Background: an optimization exercise with open tools, aiming at small area and a short achievable clock period. Do not read the settings as production practice. Only the layout flow was run in this run; the RTL was not checked for function there. Power and IR drop assume default switching activity.

### flow/design.v
`timescale 1ns / 1ps
module g_inv    (input a, output y);                  assign y = ~a;                             endmodule
module g_buf    (input a, output y);                  assign y = a;                              endmodule
module g_nand2  (input a, b, output y);               assign y = ~(a & b);                       endmodule
module g_nor2   (input a, b, output y);               assign y = ~(a | b);                       endmodule
module g_and2   (input a, b, output y);               assign y = a & b;                          endmodule
module g_or2    (input a, b, output y);               assign y = a | b;                          endmodule
module g_nand2b (input an, b, output y);              assign y = ~(~an & b);                     endmodule
module g_a21oi  (input a1, a2, b1, output y);         assign y = ~((a1 & a2) | b1);              endmodule
module g_o21ai  (input a1, a2, b1, output y);         assign y = ~((a1 | a2) & b1);              endmodule
module g_a21o   (input a1, a2, b1, output y);         assign y = (a1 & a2) | b1;                 endmodule
module g_o21a   (input a1, a2, b1, output y);         assign y = (a1 | a2) & b1;                 endmodule
module g_o22ai  (input a1, a2, b1, b2, output y);     assign y = ~((a1 | a2) & (b1 | b2));       endmodule
module g_xor2   (input a, b, output y);               assign y = a ^ b;                          endmodule
module g_xnor2  (input a, b, output y);               assign y = ~(a ^ b);                       endmodule
module g_mux2i  (input a0, a1, s, output y);          assign y = ~(s ? a1 : a0);                 endmodule
module g_nand3  (input a, b, c, output y);            assign y = ~(a & b & c);                   endmodule
module g_a31oi  (input a1, a2, a3, b1, output y);     assign y = ~((a1 & a2 & a3) | b1);         endmodule
`timescale 1ns / 1ps
module Nbit_ALU(r1, r2, r3, ALUop);
parameter n = 32;
input  [n-1:0] r2, r3;
input  [2:0]   ALUop;
output [n-1:0] r1;
wire x01;
g_xor2 u_x01 (.a(ALUop[0]), .b(ALUop[1]), .y(x01));
wire op1n;
g_inv u_op1n (.a(ALUop[1]), .y(op1n));
wire t0n_d;
g_mux2i u_t0n_d (.a0(ALUop[0]), .a1(ALUop[1]), .s(ALUop[2]), .y(t0n_d));
wire t0n_0;
g_buf u_t0n_0 (.a(t0n_d), .y(t0n_0));
wire t0n_1;
g_buf u_t0n_1 (.a(t0n_d), .y(t0n_1));
wire t1n_d;
g_mux2i u_t1n_d (.a0(x01), .a1(op1n), .s(ALUop[2]), .y(t1n_d));
wire t1n_0;
g_buf u_t1n_0 (.a(t1n_d), .y(t1n_0));
wire t1n_1;
g_buf u_t1n_1 (.a(t1n_d), .y(t1n_1));
wire esn_d;
g_o21a u_esn_d (.a1(ALUop[1]), .a2(ALUop[0]), .b1(ALUop[2]), .y(esn_d));
wire esn_0;
g_buf u_esn_0 (.a(esn_d), .y(esn_0));
wire esn_1;
g_buf u_esn_1 (.a(esn_d), .y(esn_1));
wire ecn_d;
g_nand2b u_ecn_d (.an(ALUop[1]), .b(ALUop[2]), .y(ecn_d));
wire ecn_0;
g_buf u_ecn_0 (.a(ecn_d), .y(ecn_0));
wire ecn_1;
g_buf u_ecn_1 (.a(ecn_d), .y(ecn_1));
wire enn_d;
g_nand2b u_enn_d (.an(ALUop[2]), .b(ALUop[1]), .y(enn_d));
wire enn_0;
g_buf u_enn_0 (.a(enn_d), .y(enn_0));
wire enn_1;
g_buf u_enn_1 (.a(enn_d), .y(enn_1));
wire en_d;
g_inv u_en_d (.a(enn_0), .y(en_d));
wire en_0;
g_buf u_en_0 (.a(en_d), .y(en_0));
wire en_1;
g_buf u_en_1 (.a(en_d), .y(en_1));
wire op01n;
g_nand2 u_op01n (.a(ALUop[0]), .b(ALUop[1]), .y(op01n));
wire sub;
g_nor2 u_sub (.a(ALUop[2]), .b(op01n), .y(sub));
wire op12n;
g_nand2 u_op12n (.a(ALUop[1]), .b(ALUop[2]), .y(op12n));
wire slt;
g_nor2 u_slt (.a(ALUop[0]), .b(op12n), .y(slt));
wire bb0;
g_mux2i u_bb0 (.a0(t0n_0), .a1(t1n_0), .s(r3[0]), .y(bb0));
wire gn0;
g_nand2 u_gn0 (.a(r2[0]), .b(bb0), .y(gn0));
wire tn0;
g_nor2 u_tn0 (.a(r2[0]), .b(bb0), .y(tn0));
wire pn0;
g_nand2b u_pn0 (.an(tn0), .b(gn0), .y(pn0));
wire y0;
g_o22ai u_y0 (.a1(gn0), .a2(ecn_0), .b1(pn0), .b2(esn_0), .y(y0));
wire bb1;
g_mux2i u_bb1 (.a0(t0n_0), .a1(t1n_0), .s(r3[1]), .y(bb1));
wire gn1;
g_nand2 u_gn1 (.a(r2[1]), .b(bb1), .y(gn1));
wire tn1;
g_nor2 u_tn1 (.a(r2[1]), .b(bb1), .y(tn1));
wire pn1;
g_nand2b u_pn1 (.an(tn1), .b(gn1), .y(pn1));
wire y1;
g_o22ai u_y1 (.a1(gn1), .a2(ecn_0), .b1(pn1), .b2(esn_0), .y(y1));
wire bb2;
g_mux2i u_bb2 (.a0(t0n_0), .a1(t1n_0), .s(r3[2]), .y(bb2));
wire gn2;
g_nand2 u_gn2 (.a(r2[2]), .b(bb2), .y(gn2));
wire tn2;
g_nor2 u_tn2 (.a(r2[2]), .b(bb2), .y(tn2));
wire pn2;
g_nand2b u_pn2 (.an(tn2), .b(gn2), .y(pn2));
wire y2;
g_o22ai u_y2 (.a1(gn2), .a2(ecn_0), .b1(pn2), .b2(esn_0), .y(y2));
wire bb3;
g_mux2i u_bb3 (.a0(t0n_0), .a1(t1n_0), .s(r3[3]), .y(bb3));
wire gn3;
g_nand2 u_gn3 (.a(r2[3]), .b(bb3), .y(gn3));
wire tn3;
g_nor2 u_tn3 (.a(r2[3]), .b(bb3), .y(tn3));
wire pn3;
g_nand2b u_pn3 (.an(tn3), .b(gn3), .y(pn3));
wire y3;
g_o22ai u_y3 (.a1(gn3), .a2(ecn_0), .b1(pn3), .b2(esn_0), .y(y3));
wire bb4;
g_mux2i u_bb4 (.a0(t0n_0), .a1(t1n_0), .s(r3[4]), .y(bb4));
wire gn4;
g_nand2 u_gn4 (.a(r2[4]), .b(bb4), .y(gn4));
wire tn4;
g_nor2 u_tn4 (.a(r2[4]), .b(bb4), .y(tn4));
wire pn4;
g_nand2b u_pn4 (.an(tn4), .b(gn4), .y(pn4));
wire y4;
g_o22ai u_y4 (.a1(gn4), .a2(ecn_0), .b1(pn4), .b2(esn_0), .y(y4));
wire bb5;
g_mux2i u_bb5 (.a0(t0n_0), .a1(t1n_0), .s(r3[5]), .y(bb5));
wire gn5;
g_nand2 u_gn5 (.a(r2[5]), .b(bb5), .y(gn5));
wire tn5;
g_nor2 u_tn5 (.a(r2[5]), .b(bb5), .y(tn5));
wire pn5;
g_nand2b u_pn5 (.an(tn5), .b(gn5), .y(pn5));
wire y5;
g_o22ai u_y5 (.a1(gn5), .a2(ecn_0), .b1(pn5), .b2(esn_0), .y(y5));
wire bb6;
g_mux2i u_bb6 (.a0(t0n_0), .a1(t1n_0), .s(r3[6]), .y(bb6));
wire gn6;
g_nand2 u_gn6 (.a(r2[6]), .b(bb6), .y(gn6));
wire tn6;
g_nor2 u_tn6 (.a(r2[6]), .b(bb6), .y(tn6));
wire pn6;
g_nand2b u_pn6 (.an(tn6), .b(gn6), .y(pn6));
wire y6;
g_o22ai u_y6 (.a1(gn6), .a2(ecn_0), .b1(pn6), .b2(esn_0), .y(y6));
wire bb7;
g_mux2i u_bb7 (.a0(t0n_0), .a1(t1n_0), .s(r3[7]), .y(bb7));
wire gn7;
g_nand2 u_gn7 (.a(r2[7]), .b(bb7), .y(gn7));
wire tn7;
g_nor2 u_tn7 (.a(r2[7]), .b(bb7), .y(tn7));
wire pn7;
g_nand2b u_pn7 (.an(tn7), .b(gn7), .y(pn7));
wire y7;
g_o22ai u_y7 (.a1(gn7), .a2(ecn_0), .b1(pn7), .b2(esn_0), .y(y7));
wire bb8;
g_mux2i u_bb8 (.a0(t0n_0), .a1(t1n_0), .s(r3[8]), .y(bb8));
wire gn8;
g_nand2 u_gn8 (.a(r2[8]), .b(bb8), .y(gn8));
wire tn8;
g_nor2 u_tn8 (.a(r2[8]), .b(bb8), .y(tn8));
wire pn8;
g_nand2b u_pn8 (.an(tn8), .b(gn8), .y(pn8));
wire y8;
g_o22ai u_y8 (.a1(gn8), .a2(ecn_0), .b1(pn8), .b2(esn_0), .y(y8));
wire bb9;
g_mux2i u_bb9 (.a0(t0n_0), .a1(t1n_0), .s(r3[9]), .y(bb9));
wire gn9;
g_nand2 u_gn9 (.a(r2[9]), .b(bb9), .y(gn9));
wire tn9;
g_nor2 u_tn9 (.a(r2[9]), .b(bb9), .y(tn9));
wire pn9;
g_nand2b u_pn9 (.an(tn9), .b(gn9), .y(pn9));
wire y9;
g_o22ai u_y9 (.a1(gn9), .a2(ecn_0), .b1(pn9), .b2(esn_0), .y(y9));
wire bb10;
g_mux2i u_bb10 (.a0(t0n_0), .a1(t1n_0), .s(r3[10]), .y(bb10));
wire gn10;
g_nand2 u_gn10 (.a(r2[10]), .b(bb10), .y(gn10));
wire tn10;
g_nor2 u_tn10 (.a(r2[10]), .b(bb10), .y(tn10));
wire pn10;
g_nand2b u_pn10 (.an(tn10), .b(gn10), .y(pn10));
wire y10;
g_o22ai u_y10 (.a1(gn10), .a2(ecn_0), .b1(pn10), .b2(esn_0), .y(y10));
wire bb11;
g_mux2i u_bb11 (.a0(t0n_0), .a1(t1n_0), .s(r3[11]), .y(bb11));
wire gn11;
g_nand2 u_gn11 (.a(r2[11]), .b(bb11), .y(gn11));
wire tn11;
g_nor2 u_tn11 (.a(r2[11]), .b(bb11), .y(tn11));
wire pn11;
g_nand2b u_pn11 (.an(tn11), .b(gn11), .y(pn11));
wire y11;
g_o22ai u_y11 (.a1(gn11), .a2(ecn_0), .b1(pn11), .b2(esn_0), .y(y11));
wire bb12;
g_mux2i u_bb12 (.a0(t0n_0), .a1(t1n_0), .s(r3[12]), .y(bb12));
wire gn12;
g_nand2 u_gn12 (.a(r2[12]), .b(bb12), .y(gn12));
wire tn12;
g_nor2 u_tn12 (.a(r2[12]), .b(bb12), .y(tn12));
wire pn12;
g_nand2b u_pn12 (.an(tn12), .b(gn12), .y(pn12));
wire y12;
g_o22ai u_y12 (.a1(gn12), .a2(ecn_0), .b1(pn12), .b2(esn_0), .y(y12));
wire bb13;
g_mux2i u_bb13 (.a0(t0n_0), .a1(t1n_0), .s(r3[13]), .y(bb13));
wire gn13;
g_nand2 u_gn13 (.a(r2[13]), .b(bb13), .y(gn13));
wire tn13;
g_nor2 u_tn13 (.a(r2[13]), .b(bb13), .y(tn13));
wire pn13;
g_nand2b u_pn13 (.an(tn13), .b(gn13), .y(pn13));
wire y13;
g_o22ai u_y13 (.a1(gn13), .a2(ecn_0), .b1(pn13), .b2(esn_0), .y(y13));
wire bb14;
g_mux2i u_bb14 (.a0(t0n_0), .a1(t1n_0), .s(r3[14]), .y(bb14));
wire gn14;
g_nand2 u_gn14 (.a(r2[14]), .b(bb14), .y(gn14));
wire tn14;
g_nor2 u_tn14 (.a(r2[14]), .b(bb14), .y(tn14));
wire pn14;
g_nand2b u_pn14 (.an(tn14), .b(gn14), .y(pn14));
wire y14;
g_o22ai u_y14 (.a1(gn14), .a2(ecn_0), .b1(pn14), .b2(esn_0), .y(y14));
wire bb15;
g_mux2i u_bb15 (.a0(t0n_0), .a1(t1n_0), .s(r3[15]), .y(bb15));
wire gn15;
g_nand2 u_gn15 (.a(r2[15]), .b(bb15), .y(gn15));
wire tn15;
g_nor2 u_tn15 (.a(r2[15]), .b(bb15), .y(tn15));
wire pn15;
g_nand2b u_pn15 (.an(tn15), .b(gn15), .y(pn15));
wire y15;
g_o22ai u_y15 (.a1(gn15), .a2(ecn_0), .b1(pn15), .b2(esn_0), .y(y15));
wire bb16;
g_mux2i u_bb16 (.a0(t0n_1), .a1(t1n_1), .s(r3[16]), .y(bb16));
wire gn16;
g_nand2 u_gn16 (.a(r2[16]), .b(bb16), .y(gn16));
wire tn16;
g_nor2 u_tn16 (.a(r2[16]), .b(bb16), .y(tn16));
wire pn16;
g_nand2b u_pn16 (.an(tn16), .b(gn16), .y(pn16));
wire y16;
g_o22ai u_y16 (.a1(gn16), .a2(ecn_1), .b1(pn16), .b2(esn_1), .y(y16));
wire bb17;
g_mux2i u_bb17 (.a0(t0n_1), .a1(t1n_1), .s(r3[17]), .y(bb17));
wire gn17;
g_nand2 u_gn17 (.a(r2[17]), .b(bb17), .y(gn17));
wire tn17;
g_nor2 u_tn17 (.a(r2[17]), .b(bb17), .y(tn17));
wire pn17;
g_nand2b u_pn17 (.an(tn17), .b(gn17), .y(pn17));
wire y17;
g_o22ai u_y17 (.a1(gn17), .a2(ecn_1), .b1(pn17), .b2(esn_1), .y(y17));
wire bb18;
g_mux2i u_bb18 (.a0(t0n_1), .a1(t1n_1), .s(r3[18]), .y(bb18));
wire gn18;
g_nand2 u_gn18 (.a(r2[18]), .b(bb18), .y(gn18));
wire tn18;
g_nor2 u_tn18 (.a(r2[18]), .b(bb18), .y(tn18));
wire pn18;
g_nand2b u_pn18 (.an(tn18), .b(gn18), .y(pn18));
wire y18;
g_o22ai u_y18 (.a1(gn18), .a2(ecn_1), .b1(pn18), .b2(esn_1), .y(y18));
wire bb19;
g_mux2i u_bb19 (.a0(t0n_1), .a1(t1n_1), .s(r3[19]), .y(bb19));
wire gn19;
g_nand2 u_gn19 (.a(r2[19]), .b(bb19), .y(gn19));
wire tn19;
g_nor2 u_tn19 (.a(r2[19]), .b(bb19), .y(tn19));
wire pn19;
g_nand2b u_pn19 (.an(tn19), .b(gn19), .y(pn19));
wire y19;
g_o22ai u_y19 (.a1(gn19), .a2(ecn_1), .b1(pn19), .b2(esn_1), .y(y19));
wire bb20;
g_mux2i u_bb20 (.a0(t0n_1), .a1(t1n_1), .s(r3[20]), .y(bb20));
wire gn20;
g_nand2 u_gn20 (.a(r2[20]), .b(bb20), .y(gn20));
wire tn20;
g_nor2 u_tn20 (.a(r2[20]), .b(bb20), .y(tn20));
wire pn20;
g_nand2b u_pn20 (.an(tn20), .b(gn20), .y(pn20));
wire y20;
g_o22ai u_y20 (.a1(gn20), .a2(ecn_1), .b1(pn20), .b2(esn_1), .y(y20));
wire bb21;
g_mux2i u_bb21 (.a0(t0n_1), .a1(t1n_1), .s(r3[21]), .y(bb21));
wire gn21;
g_nand2 u_gn21 (.a(r2[21]), .b(bb21), .y(gn21));
wire tn21;
g_nor2 u_tn21 (.a(r2[21]), .b(bb21), .y(tn21));
wire pn21;
g_nand2b u_pn21 (.an(tn21), .b(gn21), .y(pn21));
wire y21;
g_o22ai u_y21 (.a1(gn21), .a2(ecn_1), .b1(pn21), .b2(esn_1), .y(y21));
wire bb22;
g_mux2i u_bb22 (.a0(t0n_1), .a1(t1n_1), .s(r3[22]), .y(bb22));
wire gn22;
g_nand2 u_gn22 (.a(r2[22]), .b(bb22), .y(gn22));
wire tn22;
g_nor2 u_tn22 (.a(r2[22]), .b(bb22), .y(tn22));
wire pn22;
g_nand2b u_pn22 (.an(tn22), .b(gn22), .y(pn22));
wire y22;
g_o22ai u_y22 (.a1(gn22), .a2(ecn_1), .b1(pn22), .b2(esn_1), .y(y22));
wire bb23;
g_mux2i u_bb23 (.a0(t0n_1), .a1(t1n_1), .s(r3[23]), .y(bb23));
wire gn23;
g_nand2 u_gn23 (.a(r2[23]), .b(bb23), .y(gn23));
wire tn23;
g_nor2 u_tn23 (.a(r2[23]), .b(bb23), .y(tn23));
wire pn23;
g_nand2b u_pn23 (.an(tn23), .b(gn23), .y(pn23));
wire y23;
g_o22ai u_y23 (.a1(gn23), .a2(ecn_1), .b1(pn23), .b2(esn_1), .y(y23));
wire bb24;
g_mux2i u_bb24 (.a0(t0n_1), .a1(t1n_1), .s(r3[24]), .y(bb24));
wire gn24;
g_nand2 u_gn24 (.a(r2[24]), .b(bb24), .y(gn24));
wire tn24;
g_nor2 u_tn24 (.a(r2[24]), .b(bb24), .y(tn24));
wire pn24;
g_nand2b u_pn24 (.an(tn24), .b(gn24), .y(pn24));
wire y24;
g_o22ai u_y24 (.a1(gn24), .a2(ecn_1), .b1(pn24), .b2(esn_1), .y(y24));
wire bb25;
g_mux2i u_bb25 (.a0(t0n_1), .a1(t1n_1), .s(r3[25]), .y(bb25));
wire gn25;
g_nand2 u_gn25 (.a(r2[25]), .b(bb25), .y(gn25));
wire tn25;
g_nor2 u_tn25 (.a(r2[25]), .b(bb25), .y(tn25));
wire pn25;
g_nand2b u_pn25 (.an(tn25), .b(gn25), .y(pn25));
wire y25;
g_o22ai u_y25 (.a1(gn25), .a2(ecn_1), .b1(pn25), .b2(esn_1), .y(y25));
wire bb26;
g_mux2i u_bb26 (.a0(t0n_1), .a1(t1n_1), .s(r3[26]), .y(bb26));
wire gn26;
g_nand2 u_gn26 (.a(r2[26]), .b(bb26), .y(gn26));
wire tn26;
g_nor2 u_tn26 (.a(r2[26]), .b(bb26), .y(tn26));
wire pn26;
g_nand2b u_pn26 (.an(tn26), .b(gn26), .y(pn26));
wire y26;
g_o22ai u_y26 (.a1(gn26), .a2(ecn_1), .b1(pn26), .b2(esn_1), .y(y26));
wire bb27;
g_mux2i u_bb27 (.a0(t0n_1), .a1(t1n_1), .s(r3[27]), .y(bb27));
wire gn27;
g_nand2 u_gn27 (.a(r2[27]), .b(bb27), .y(gn27));
wire tn27;
g_nor2 u_tn27 (.a(r2[27]), .b(bb27), .y(tn27));
wire pn27;
g_nand2b u_pn27 (.an(tn27), .b(gn27), .y(pn27));
wire y27;
g_o22ai u_y27 (.a1(gn27), .a2(ecn_1), .b1(pn27), .b2(esn_1), .y(y27));
wire bb28;
g_mux2i u_bb28 (.a0(t0n_1), .a1(t1n_1), .s(r3[28]), .y(bb28));
wire gn28;
g_nand2 u_gn28 (.a(r2[28]), .b(bb28), .y(gn28));
wire tn28;
g_nor2 u_tn28 (.a(r2[28]), .b(bb28), .y(tn28));
wire pn28;
g_nand2b u_pn28 (.an(tn28), .b(gn28), .y(pn28));
wire y28;
g_o22ai u_y28 (.a1(gn28), .a2(ecn_1), .b1(pn28), .b2(esn_1), .y(y28));
wire bb29;
g_mux2i u_bb29 (.a0(t0n_1), .a1(t1n_1), .s(r3[29]), .y(bb29));
wire gn29;
g_nand2 u_gn29 (.a(r2[29]), .b(bb29), .y(gn29));
wire tn29;
g_nor2 u_tn29 (.a(r2[29]), .b(bb29), .y(tn29));
wire pn29;
g_nand2b u_pn29 (.an(tn29), .b(gn29), .y(pn29));
wire y29;
g_o22ai u_y29 (.a1(gn29), .a2(ecn_1), .b1(pn29), .b2(esn_1), .y(y29));
wire bb30;
g_mux2i u_bb30 (.a0(t0n_1), .a1(t1n_1), .s(r3[30]), .y(bb30));
wire gn30;
g_nand2 u_gn30 (.a(r2[30]), .b(bb30), .y(gn30));
wire tn30;
g_nor2 u_tn30 (.a(r2[30]), .b(bb30), .y(tn30));
wire pn30;
g_nand2b u_pn30 (.an(tn30), .b(gn30), .y(pn30));
wire y30;
g_o22ai u_y30 (.a1(gn30), .a2(ecn_1), .b1(pn30), .b2(esn_1), .y(y30));
wire bb31;
g_mux2i u_bb31 (.a0(t0n_1), .a1(t1n_1), .s(r3[31]), .y(bb31));
wire gn31;
g_nand2 u_gn31 (.a(r2[31]), .b(bb31), .y(gn31));
wire tn31;
g_nor2 u_tn31 (.a(r2[31]), .b(bb31), .y(tn31));
wire pn31;
g_nand2b u_pn31 (.an(tn31), .b(gn31), .y(pn31));
wire y31;
g_o22ai u_y31 (.a1(gn31), .a2(ecn_1), .b1(pn31), .b2(esn_1), .y(y31));
wire G0n;
g_o21a u_G0n (.a1(tn0), .a2(t0n_0), .b1(gn0), .y(G0n));
wire G1_1;
g_o21a u_G1_1 (.a1(tn1), .a2(G0n), .b1(gn1), .y(G1_1));
wire G1_3;
g_o21a u_G1_3 (.a1(tn3), .a2(gn2), .b1(gn3), .y(G1_3));
wire T1_3;
g_or2 u_T1_3 (.a(tn3), .b(tn2), .y(T1_3));
wire G1_5;
g_o21ai u_G1_5 (.a1(tn5), .a2(gn4), .b1(gn5), .y(G1_5));
wire T1_5;
g_nor2 u_T1_5 (.a(tn5), .b(tn4), .y(T1_5));
wire G1_7;
g_o21a u_G1_7 (.a1(tn7), .a2(gn6), .b1(gn7), .y(G1_7));
wire T1_7;
g_or2 u_T1_7 (.a(tn7), .b(tn6), .y(T1_7));
wire G1_9;
g_o21ai u_G1_9 (.a1(tn9), .a2(gn8), .b1(gn9), .y(G1_9));
wire T1_9;
g_nor2 u_T1_9 (.a(tn9), .b(tn8), .y(T1_9));
wire G1_11;
g_o21a u_G1_11 (.a1(tn11), .a2(gn10), .b1(gn11), .y(G1_11));
wire T1_11;
g_or2 u_T1_11 (.a(tn11), .b(tn10), .y(T1_11));
wire G1_13;
g_o21ai u_G1_13 (.a1(tn13), .a2(gn12), .b1(gn13), .y(G1_13));
wire T1_13;
g_nor2 u_T1_13 (.a(tn13), .b(tn12), .y(T1_13));
wire G1_15;
g_o21a u_G1_15 (.a1(tn15), .a2(gn14), .b1(gn15), .y(G1_15));
wire T1_15;
g_or2 u_T1_15 (.a(tn15), .b(tn14), .y(T1_15));
wire G1_17;
g_o21ai u_G1_17 (.a1(tn17), .a2(gn16), .b1(gn17), .y(G1_17));
wire T1_17;
g_nor2 u_T1_17 (.a(tn17), .b(tn16), .y(T1_17));
wire G1_19;
g_o21a u_G1_19 (.a1(tn19), .a2(gn18), .b1(gn19), .y(G1_19));
wire T1_19;
g_or2 u_T1_19 (.a(tn19), .b(tn18), .y(T1_19));
wire G1_21;
g_o21ai u_G1_21 (.a1(tn21), .a2(gn20), .b1(gn21), .y(G1_21));
wire T1_21;
g_nor2 u_T1_21 (.a(tn21), .b(tn20), .y(T1_21));
wire G1_23;
g_o21a u_G1_23 (.a1(tn23), .a2(gn22), .b1(gn23), .y(G1_23));
wire T1_23;
g_or2 u_T1_23 (.a(tn23), .b(tn22), .y(T1_23));
wire G1_25;
g_o21ai u_G1_25 (.a1(tn25), .a2(gn24), .b1(gn25), .y(G1_25));
wire T1_25;
g_nor2 u_T1_25 (.a(tn25), .b(tn24), .y(T1_25));
wire G1_27;
g_o21a u_G1_27 (.a1(tn27), .a2(gn26), .b1(gn27), .y(G1_27));
wire T1_27;
g_or2 u_T1_27 (.a(tn27), .b(tn26), .y(T1_27));
wire G1_29;
g_o21ai u_G1_29 (.a1(tn29), .a2(gn28), .b1(gn29), .y(G1_29));
wire T1_29;
g_nor2 u_T1_29 (.a(tn29), .b(tn28), .y(T1_29));
wire G2_3;
g_o21ai u_G2_3 (.a1(T1_3), .a2(G1_1), .b1(G1_3), .y(G2_3));
wire n_G1_7;
g_inv u_n_G1_7 (.a(G1_7), .y(n_G1_7));
wire n_T1_7;
g_inv u_n_T1_7 (.a(T1_7), .y(n_T1_7));
wire G2_7;
g_a21o u_G2_7 (.a1(n_T1_7), .a2(G1_5), .b1(n_G1_7), .y(G2_7));
wire T2_7;
g_and2 u_T2_7 (.a(n_T1_7), .b(T1_5), .y(T2_7));
wire n_G1_11;
g_inv u_n_G1_11 (.a(G1_11), .y(n_G1_11));
wire n_T1_11;
g_inv u_n_T1_11 (.a(T1_11), .y(n_T1_11));
wire G2_11;
g_a21o u_G2_11 (.a1(n_T1_11), .a2(G1_9), .b1(n_G1_11), .y(G2_11));
wire T2_11;
g_and2 u_T2_11 (.a(n_T1_11), .b(T1_9), .y(T2_11));
wire n_G1_15;
g_inv u_n_G1_15 (.a(G1_15), .y(n_G1_15));
wire n_T1_15;
g_inv u_n_T1_15 (.a(T1_15), .y(n_T1_15));
wire G2_15;
g_a21o u_G2_15 (.a1(n_T1_15), .a2(G1_13), .b1(n_G1_15), .y(G2_15));
wire T2_15;
g_and2 u_T2_15 (.a(n_T1_15), .b(T1_13), .y(T2_15));
wire n_G1_19;
g_inv u_n_G1_19 (.a(G1_19), .y(n_G1_19));
wire n_T1_19;
g_inv u_n_T1_19 (.a(T1_19), .y(n_T1_19));
wire G2_19;
g_a21o u_G2_19 (.a1(n_T1_19), .a2(G1_17), .b1(n_G1_19), .y(G2_19));
wire T2_19;
g_and2 u_T2_19 (.a(n_T1_19), .b(T1_17), .y(T2_19));
wire n_G1_23;
g_inv u_n_G1_23 (.a(G1_23), .y(n_G1_23));
wire n_T1_23;
g_inv u_n_T1_23 (.a(T1_23), .y(n_T1_23));
wire G2_23;
g_a21o u_G2_23 (.a1(n_T1_23), .a2(G1_21), .b1(n_G1_23), .y(G2_23));
wire T2_23;
g_and2 u_T2_23 (.a(n_T1_23), .b(T1_21), .y(T2_23));
wire n_G1_27;
g_inv u_n_G1_27 (.a(G1_27), .y(n_G1_27));
wire n_T1_27;
g_inv u_n_T1_27 (.a(T1_27), .y(n_T1_27));
wire G2_27;
g_a21oi u_G2_27 (.a1(n_T1_27), .a2(G1_25), .b1(n_G1_27), .y(G2_27));
wire T2_27;
g_nand2 u_T2_27 (.a(n_T1_27), .b(T1_25), .y(T2_27));
wire G3_7;
g_a21oi u_G3_7 (.a1(T2_7), .a2(G2_3), .b1(G2_7), .y(G3_7));
wire G3_15;
g_a21oi u_G3_15 (.a1(T2_15), .a2(G2_11), .b1(G2_15), .y(G3_15));
wire T3_15;
g_nand2 u_T3_15 (.a(T2_15), .b(T2_11), .y(T3_15));
wire G3_23;
g_a21o u_G3_23 (.a1(T2_23), .a2(G2_19), .b1(G2_23), .y(G3_23));
wire T3_23;
g_and2 u_T3_23 (.a(T2_23), .b(T2_19), .y(T3_23));
wire G4_15;
g_o21ai u_G4_15 (.a1(T3_15), .a2(G3_7), .b1(G3_15), .y(G4_15));
wire G5_23;
g_a21oi u_G5_23 (.a1(T3_23), .a2(G4_15), .b1(G3_23), .y(G5_23));
wire n_G3_7;
g_inv u_n_G3_7 (.a(G3_7), .y(n_G3_7));
wire G6_11;
g_a21o u_G6_11 (.a1(T2_11), .a2(n_G3_7), .b1(G2_11), .y(G6_11));
wire G6_19;
g_a21o u_G6_19 (.a1(T2_19), .a2(G4_15), .b1(G2_19), .y(G6_19));
wire G6_27;
g_o21ai u_G6_27 (.a1(T2_27), .a2(G5_23), .b1(G2_27), .y(G6_27));
wire G7_5;
g_a21oi u_G7_5 (.a1(T1_5), .a2(G2_3), .b1(G1_5), .y(G7_5));
wire G7_9;
g_a21oi u_G7_9 (.a1(T1_9), .a2(n_G3_7), .b1(G1_9), .y(G7_9));
wire G7_13;
g_a21oi u_G7_13 (.a1(T1_13), .a2(G6_11), .b1(G1_13), .y(G7_13));
wire G7_17;
g_a21oi u_G7_17 (.a1(T1_17), .a2(G4_15), .b1(G1_17), .y(G7_17));
wire G7_21;
g_a21oi u_G7_21 (.a1(T1_21), .a2(G6_19), .b1(G1_21), .y(G7_21));
wire n_G5_23;
g_inv u_n_G5_23 (.a(G5_23), .y(n_G5_23));
wire G7_25;
g_a21oi u_G7_25 (.a1(T1_25), .a2(n_G5_23), .b1(G1_25), .y(G7_25));
wire G7_29;
g_a21oi u_G7_29 (.a1(T1_29), .a2(G6_27), .b1(G1_29), .y(G7_29));
wire G8_2;
g_o21ai u_G8_2 (.a1(tn2), .a2(G1_1), .b1(gn2), .y(G8_2));
wire n_G2_3;
g_inv u_n_G2_3 (.a(G2_3), .y(n_G2_3));
wire G8_4;
g_o21ai u_G8_4 (.a1(tn4), .a2(n_G2_3), .b1(gn4), .y(G8_4));
wire G8_6;
g_o21ai u_G8_6 (.a1(tn6), .a2(G7_5), .b1(gn6), .y(G8_6));
wire G8_8;
g_o21ai u_G8_8 (.a1(tn8), .a2(G3_7), .b1(gn8), .y(G8_8));
wire G8_10;
g_o21ai u_G8_10 (.a1(tn10), .a2(G7_9), .b1(gn10), .y(G8_10));
wire n_G6_11;
g_inv u_n_G6_11 (.a(G6_11), .y(n_G6_11));
wire G8_12;
g_o21ai u_G8_12 (.a1(tn12), .a2(n_G6_11), .b1(gn12), .y(G8_12));
wire G8_14;
g_o21ai u_G8_14 (.a1(tn14), .a2(G7_13), .b1(gn14), .y(G8_14));
wire n_G4_15;
g_inv u_n_G4_15 (.a(G4_15), .y(n_G4_15));
wire G8_16;
g_o21ai u_G8_16 (.a1(tn16), .a2(n_G4_15), .b1(gn16), .y(G8_16));
wire G8_18;
g_o21ai u_G8_18 (.a1(tn18), .a2(G7_17), .b1(gn18), .y(G8_18));
wire n_G6_19;
g_inv u_n_G6_19 (.a(G6_19), .y(n_G6_19));
wire G8_20;
g_o21ai u_G8_20 (.a1(tn20), .a2(n_G6_19), .b1(gn20), .y(G8_20));
wire G8_22;
g_o21ai u_G8_22 (.a1(tn22), .a2(G7_21), .b1(gn22), .y(G8_22));
wire G8_24;
g_o21ai u_G8_24 (.a1(tn24), .a2(G5_23), .b1(gn24), .y(G8_24));
wire G8_26;
g_o21ai u_G8_26 (.a1(tn26), .a2(G7_25), .b1(gn26), .y(G8_26));
wire n_G6_27;
g_inv u_n_G6_27 (.a(G6_27), .y(n_G6_27));
wire G8_28;
g_o21ai u_G8_28 (.a1(tn28), .a2(n_G6_27), .b1(gn28), .y(G8_28));
wire G8_30;
g_o21ai u_G8_30 (.a1(tn30), .a2(G7_29), .b1(gn30), .y(G8_30));
wire k1;
g_nor2 u_k1 (.a(G0n), .b(enn_0), .y(k1));
g_xor2 u_r1 (.a(y1), .b(k1), .y(r1[1]));
wire k2;
g_nor2 u_k2 (.a(G1_1), .b(enn_0), .y(k2));
g_xor2 u_r2 (.a(y2), .b(k2), .y(r1[2]));
wire kn3;
g_nand2 u_kn3 (.a(G8_2), .b(en_0), .y(kn3));
g_xnor2 u_r3 (.a(y3), .b(kn3), .y(r1[3]));
wire kn4;
g_nand2 u_kn4 (.a(G2_3), .b(en_0), .y(kn4));
g_xnor2 u_r4 (.a(y4), .b(kn4), .y(r1[4]));
wire kn5;
g_nand2 u_kn5 (.a(G8_4), .b(en_0), .y(kn5));
g_xnor2 u_r5 (.a(y5), .b(kn5), .y(r1[5]));
wire k6;
g_nor2 u_k6 (.a(G7_5), .b(enn_0), .y(k6));
g_xor2 u_r6 (.a(y6), .b(k6), .y(r1[6]));
wire kn7;
g_nand2 u_kn7 (.a(G8_6), .b(en_0), .y(kn7));
g_xnor2 u_r7 (.a(y7), .b(kn7), .y(r1[7]));
wire k8;
g_nor2 u_k8 (.a(G3_7), .b(enn_0), .y(k8));
g_xor2 u_r8 (.a(y8), .b(k8), .y(r1[8]));
wire kn9;
g_nand2 u_kn9 (.a(G8_8), .b(en_0), .y(kn9));
g_xnor2 u_r9 (.a(y9), .b(kn9), .y(r1[9]));
wire k10;
g_nor2 u_k10 (.a(G7_9), .b(enn_0), .y(k10));
g_xor2 u_r10 (.a(y10), .b(k10), .y(r1[10]));
wire kn11;
g_nand2 u_kn11 (.a(G8_10), .b(en_0), .y(kn11));
g_xnor2 u_r11 (.a(y11), .b(kn11), .y(r1[11]));
wire kn12;
g_nand2 u_kn12 (.a(G6_11), .b(en_0), .y(kn12));
g_xnor2 u_r12 (.a(y12), .b(kn12), .y(r1[12]));
wire kn13;
g_nand2 u_kn13 (.a(G8_12), .b(en_0), .y(kn13));
g_xnor2 u_r13 (.a(y13), .b(kn13), .y(r1[13]));
wire k14;
g_nor2 u_k14 (.a(G7_13), .b(enn_0), .y(k14));
g_xor2 u_r14 (.a(y14), .b(k14), .y(r1[14]));
wire kn15;
g_nand2 u_kn15 (.a(G8_14), .b(en_0), .y(kn15));
g_xnor2 u_r15 (.a(y15), .b(kn15), .y(r1[15]));
wire kn16;
g_nand2 u_kn16 (.a(G4_15), .b(en_1), .y(kn16));
g_xnor2 u_r16 (.a(y16), .b(kn16), .y(r1[16]));
wire kn17;
g_nand2 u_kn17 (.a(G8_16), .b(en_1), .y(kn17));
g_xnor2 u_r17 (.a(y17), .b(kn17), .y(r1[17]));
wire k18;
g_nor2 u_k18 (.a(G7_17), .b(enn_1), .y(k18));
g_xor2 u_r18 (.a(y18), .b(k18), .y(r1[18]));
wire kn19;
g_nand2 u_kn19 (.a(G8_18), .b(en_1), .y(kn19));
g_xnor2 u_r19 (.a(y19), .b(kn19), .y(r1[19]));
wire kn20;
g_nand2 u_kn20 (.a(G6_19), .b(en_1), .y(kn20));
g_xnor2 u_r20 (.a(y20), .b(kn20), .y(r1[20]));
wire kn21;
g_nand2 u_kn21 (.a(G8_20), .b(en_1), .y(kn21));
g_xnor2 u_r21 (.a(y21), .b(kn21), .y(r1[21]));
wire k22;
g_nor2 u_k22 (.a(G7_21), .b(enn_1), .y(k22));
g_xor2 u_r22 (.a(y22), .b(k22), .y(r1[22]));
wire kn23;
g_nand2 u_kn23 (.a(G8_22), .b(en_1), .y(kn23));
g_xnor2 u_r23 (.a(y23), .b(kn23), .y(r1[23]));
wire k24;
g_nor2 u_k24 (.a(G5_23), .b(enn_1), .y(k24));
g_xor2 u_r24 (.a(y24), .b(k24), .y(r1[24]));
wire kn25;
g_nand2 u_kn25 (.a(G8_24), .b(en_1), .y(kn25));
g_xnor2 u_r25 (.a(y25), .b(kn25), .y(r1[25]));
wire k26;
g_nor2 u_k26 (.a(G7_25), .b(enn_1), .y(k26));
g_xor2 u_r26 (.a(y26), .b(k26), .y(r1[26]));
wire kn27;
g_nand2 u_kn27 (.a(G8_26), .b(en_1), .y(kn27));
g_xnor2 u_r27 (.a(y27), .b(kn27), .y(r1[27]));
wire kn28;
g_nand2 u_kn28 (.a(G6_27), .b(en_1), .y(kn28));
g_xnor2 u_r28 (.a(y28), .b(kn28), .y(r1[28]));
wire kn29;
g_nand2 u_kn29 (.a(G8_28), .b(en_1), .y(kn29));
g_xnor2 u_r29 (.a(y29), .b(kn29), .y(r1[29]));
wire k30;
g_nor2 u_k30 (.a(G7_29), .b(enn_1), .y(k30));
g_xor2 u_r30 (.a(y30), .b(k30), .y(r1[30]));
wire kn31;
g_nand2 u_kn31 (.a(G8_30), .b(en_1), .y(kn31));
g_xnor2 u_r31 (.a(y31), .b(kn31), .y(r1[31]));
wire x31n;
g_xor2 u_x31n (.a(pn31), .b(G8_30), .y(x31n));
wire z0n;
g_xnor2 u_z0n (.a(y0), .b(sub), .y(z0n));
g_mux2i u_r0 (.a0(z0n), .a1(x31n), .s(slt), .y(r1[0]));
endmodule
`timescale 1ns / 1ps
module dff(q, d, clk);
input		d, clk;       
output reg	q;            
always @(posedge clk)
q<=d;
endmodule
`timescale 1ns / 1ps
module Nbit_Register(outo, ino, clk);
parameter n = 32;
input [n-1:0] ino;
output [n-1:0] outo;
input clk;
genvar i;
generate
for (i = 0; i < n; i = i + 1) begin: registerblk
dff Dflipflop(.q(outo[i]) , .d(ino[i]), .clk(clk) );
end
endgenerate
endmodule
`timescale 1ns / 1ps
module Nbit_ALU_Register (r2, r3, ALUop, r0, clk);
parameter n = 32;
input[n-1:0] r2, r3;
input[2:0] ALUop;
input clk;
output [n-1:0] r0;
wire[n-1:0] r1;
Nbit_ALU #(n) alu1 (.r1(r1), .r2(r2), .r3(r3), .ALUop(ALUop) );
Nbit_Register #(n) reg1 (.outo(r0), .ino(r1), .clk(clk) );
endmodule
### flow/flow/run.sh
#!/bin/bash
# Standard ORFS layout; the only change is the cell used to buffer the ports
# (a plain buf_1 instead of the delay buffer buffer_ports picks by default).
set -euo pipefail
export BUFFER_PORTS_ARGS="-buffer_cell sky130_fd_sc_hd__buf_1"
bash standard.sh > standard.log 2>&1
### flow/standard.sh
#!/bin/bash
# synth_recipe.tcl (not shown) runs the flow's synth.tcl, then flattens the netlist and writes it again
# the make line also repeats each setting of config.mk as NAME=value (left out here)
make -C /OpenROAD-flow-scripts/flow DESIGN_CONFIG=/design/flow/config.mk WORK_HOME=/design/flow/orfs CLKGATE_MAP_FILE= SYNTH_SCRIPT=/design/flow/synth_recipe.tcl "${@:-finish}"
### flow/config.mk
export PLATFORM = sky130hd
export DESIGN_NAME = Nbit_ALU_Register
export DESIGN_NICKNAME = Nbit_ALU_Register
export VERILOG_FILES = /design/flow/design.v
export SDC_FILE = /design/flow/constraint.sdc
export NUM_CORES = 4
export LEC_CHECK = 0
export CAP_MARGIN = 20
export CORE_MARGIN = 2
export CORE_UTILIZATION = 40
export SLEW_MARGIN = 20
export SYNTH_HIERARCHICAL = 1
export SYNTH_MINIMUM_KEEP_SIZE = 0
### flow/constraint.sdc
create_clock -name core_clock -period 15.5 [get_ports {clk}]
set_input_delay 3.1000 -clock core_clock [delete_from_list [all_inputs] [get_ports {clk}]]
set_output_delay 3.1000 -clock core_clock [all_outputs]
set_load 0.01 [all_outputs]
==> results.py <==
metrics = {
    "setup_path": {
        "end_kind": "flop",
        "path_class": "input pin to flop",
        "cp.arrival_ns": 6.60,
        "crit_fanout": 33,
        "critPathLaunchType": "input pin",
        "required_ns": 15.71,
    },
    "yosys": {
        "synthMuxAreaShare_pct": 12.9,
        "synth_seq_cells": 32,
        "synth_top_family_by_area": "simple AND/OR/NAND/NOR gates",
        "yosys_warnings": 7,
        "syn_avg_cell_area_um2": 7.24,
        "yosys-top-cells-area": "dfxtp_1 (24%), mux2i_1 (13%), nand2b_1 (7.8%), nand2_1 (7.7%), o22ai_1 (7.4%)",
        "synthCells": 375,
        "synth.distinct_cells": 16,
        "synth-compound-area-share_pct": 20.5,
        "ys_seq_area_share_pct": 23.6,
        "yosys.area_share.simple_pct": 25.8,
        "synthXorXnorAreaFrac_pct": 11.0,
        "synth-adder-area-share_pct": 0,
        "synth_top_area_share_pct": 23.6,
        "yosysTopAreaCell": "dfxtp_1",
        "syn_nets": 443,
        "synthesis.area_um2": 2710,
    },
    "clock_network": {
        "cts-root-buf": "clkbuf_8",
        "clock-sinks": 32,
        "cts_hold_buf": 0,
        "cts_resized": 0,
        "cts_tree": "built",
        "cts-buffers-inserted": 5,
        "clk_path_buf_depth": 2,
        "clkTransAtPathRegs_ns": 0.06,
        "post-cts-setup-buffers": 0,
        "h-tree-depth": 2,
    },
    "routing": {
        "ant_nets": 0,
        "first_iter_violations": 117,
        "via_per_inst": 4.95,
        "postRouteWirelength_um": 6800,
        "drc": 0,
        "firstDrtPassIters": 4,
        "vias": 2728,
        "wl_per_cell_um": 12.3,
    },
    "outcome": {
        "status": "complete, no violations",
    },
    "cells_and_area": {
        "final_area_um2": 3210,
        "drive_gt1_share_pct": 4.46,
        "layout_commonest_cell": "buf_1",
        "n_antenna_cell": 0,
        "final_cell_mix": "buf_1 (99), nand2_1 (56), nor2_1 (52)",
        "largest_reg_flops": 32,
        "syn2layout_area_growth_pct": 18.4,
        "top_regs": "reg1.registerblk.Dflipflop.q: 32 flops",
        "stdcell_count": 551,
        "nets": 539,
        "regMostFlops": "reg1.registerblk.Dflipflop.q",
    },
    "power": {
        "power.density_nw_per_um2": 92.8,
        "leakagePower_nw": 1.43,
        "ir_drop_uv": 36.5,
    },
    "sta": {
        "finalHoldViolations": 0,
        "tns_ns": 0,
        "setup_slack_ns": 9.11,
        "slew_viol_final": 0,
        "post-route-period-util_pct": 41.2,
        "setup_viol": 0,
        "worst_pin_slew_ns": 0.951,
        "post-route-min-period_ns": 6.39,
        "slew_headroom_pct": 35.3,
        "max_freq_mhz": 157,
        "grt_setup_unrepaired": "no",
    },
    "floorplanning": {
        "fp-row-count": 30,
        "die_y_um": 86.4,
        "dieArea_um2": 7460,
        "initial_utilization_pct": 40.6,
        "fp.dieW_um": 86.4,
        "core_area_um2": 6680,
        "ioPinCount": 100,
    },
    "global_routing": {
        "grt_pass1_wl_um": 11000,
        "gr-total-overflow": 0,
        "antenna_found_initial": 0,
        "grt_start_max_net_pins": 34,
        "gr-usage-all-layers_pct": 18.1,
        "grt_pass1_vias": 2486,
    },
    "placement": {
        "placed_cell_area_um2": 3140,
        "place_congestion": 0.793,
        "hpwl_um": 4970,
        "io_buffers": 99,
        "dpl_worst_slack_ns": 8.83,
        "dp_cells": 544,
    },
    "hold_path": {
        "whs_path_depth": 4,
        "hold_class": "input pin to flop",
        "min_from": "r2[31]",
        "hold_end": "reg1.registerblk[31].Dflipflop.q$_DFF_P_",
    },
    "flow_run": {
        "maxCapViolCount": 0,
    },
}
-- Yosys stat by module, one instance, submodules excluded, excerpt --
module   area (um^2)  copies in the design  flip-flops and latches
g_xnor2         8.76                    21                       0
g_nor2          3.75                    52                       0
dff             20.0                    32                       1
g_nand2         3.75                    56                       0
g_o22ai         6.26                    32                       0
g_o21ai         5.00                    25                       0
g_mux2i         10.0                    35                       0
g_a21oi         8.76                    11                       0
g_inv           3.75                    21                       0
-- report_power, final --
part | switching (mW) | internal (mW) | total, mW
Combinational | 0.0785 | 0.0543 | 0.133
Clock | 0.0301 | 0.0305 | 0.0606
Sequential | 0.00430 | 0.100 | 0.105
-- cells by family (layout without fill, tap and decap cells) --
group	Yosys count	after routing
AOI/OAI and AO/OA	86	86
buffers and inverters	33	129
xor gates and xnor gates	34	34
muxes	35	35
DFF	32	32
and+or+nand+nor	155	155
-- per-stage QoR --
step / power (mW) / utilization [%] / hold slack, ns
2_1_floorplan: 0.205 / - / 3.28
3_3_place_gp: 0.239 / 46.9 / 3.49
3_5_place_dp: 0.240 / 46.9 / 3.48
4_1_cts: 0.302 / 48.1 / 3.23
5_1_grt: 0.321 / 48.1 / 3.27
6_report: 0.298 / 48.1 / 3.23
-- routing by layer --
metal	part of all wire (%)	GRT usage (%)	vias to the layer above
met5	0	0	-
met4	1.3	5.26	0
met3	5.1	3.62	7
met2	46	31.4	81
met1	47	22.7	1188
li1	-	-	1452
-- area by class of cell --
class                      instances  area (um^2)
multi-input combinational        310         1930
sequential                        32          641
clock buffer                       6         72.6
tap                               80          100
timing repair buffer             101          387
clock inverter                     1         5.00
inverter                          21         78.8
fill                             727         3470
-- synthesized netlist by cell type --
cell type   n
o21a_1     10
o22ai_1    32
buf_4      12
or2_1       7
a21oi_2    11
nand2b_1   34
mux2i_1    35
inv_1      21
a21o_1      8
xor2_1     13
xnor2_1    21
and2_1      6
nand2_1    56
nor2_1     52
o21ai_1    25
dfxtp_1    32
-- critical path, stage by stage --
cell and delay, ns:
buf_1 0.35, mux2i_4 0.88, mux2i_1 0.21, nor2_1 0.17, o21a_1 0.14, o21a_1 0.17
o21ai_1 0.16, a21oi_2 0.24, o21ai_1 0.21, a21oi_2 0.24, o21ai_1 0.15, a21oi_2 0.16
o21ai_1 0.12, xor2_1 0.17, mux2i_1 0.12
-- how the worst max path moves through the flow --
stage	start	endpoint	slack, ns	cells past startpoint
6_report	ALUop[2]	reg1.registerblk[0].Dflipflop.q$_DFF_P_	9.11	15
5_1_grt	ALUop[2]	reg1.registerblk[0].Dflipflop.q$_DFF_P_	8.72	15
4_1_cts	ALUop[2]	reg1.registerblk[0].Dflipflop.q$_DFF_P_	9.10	15
3_5_place_dp	ALUop[2]	reg1.registerblk[0].Dflipflop.q$_DFF_P_	8.83	15
3_3_place_gp	ALUop[2]	reg1.registerblk[0].Dflipflop.q$_DFF_P_	8.98	15
2_1_floorplan	ALUop[0]	reg1.registerblk[0].Dflipflop.q$_DFF_P_	9.74	16

re-timing with driven ports:
The flow's constraints put no driver on any port. The routed layout listed below was extracted and timed again, unchanged, in two steps.
Step 1 assumes that a clkbuf_16 drives the clock port and a buf_2 every other input.
Step 2 times the ports against the registers' clock, not the clock port: input delays grow and output delays shrink by t, the midpoint of the rising clock arrivals with the driver on.
a / b / c = no drivers / after step 1 / after step 2; a / b = the first two.
t (ns): 0.306
slack for setup (ns): 9.115 / 9.118 / 8.811
hold slack, ns: 3.234 / 3.225 / 3.505
worst setup path at the end: input to register
latest minus earliest clock arrival (ns): 0.005 / 0.005
After both steps this run still meets setup and hold. The setup slack of this run moves by +0.003 ns with the drivers and by -0.304 ns with both steps.
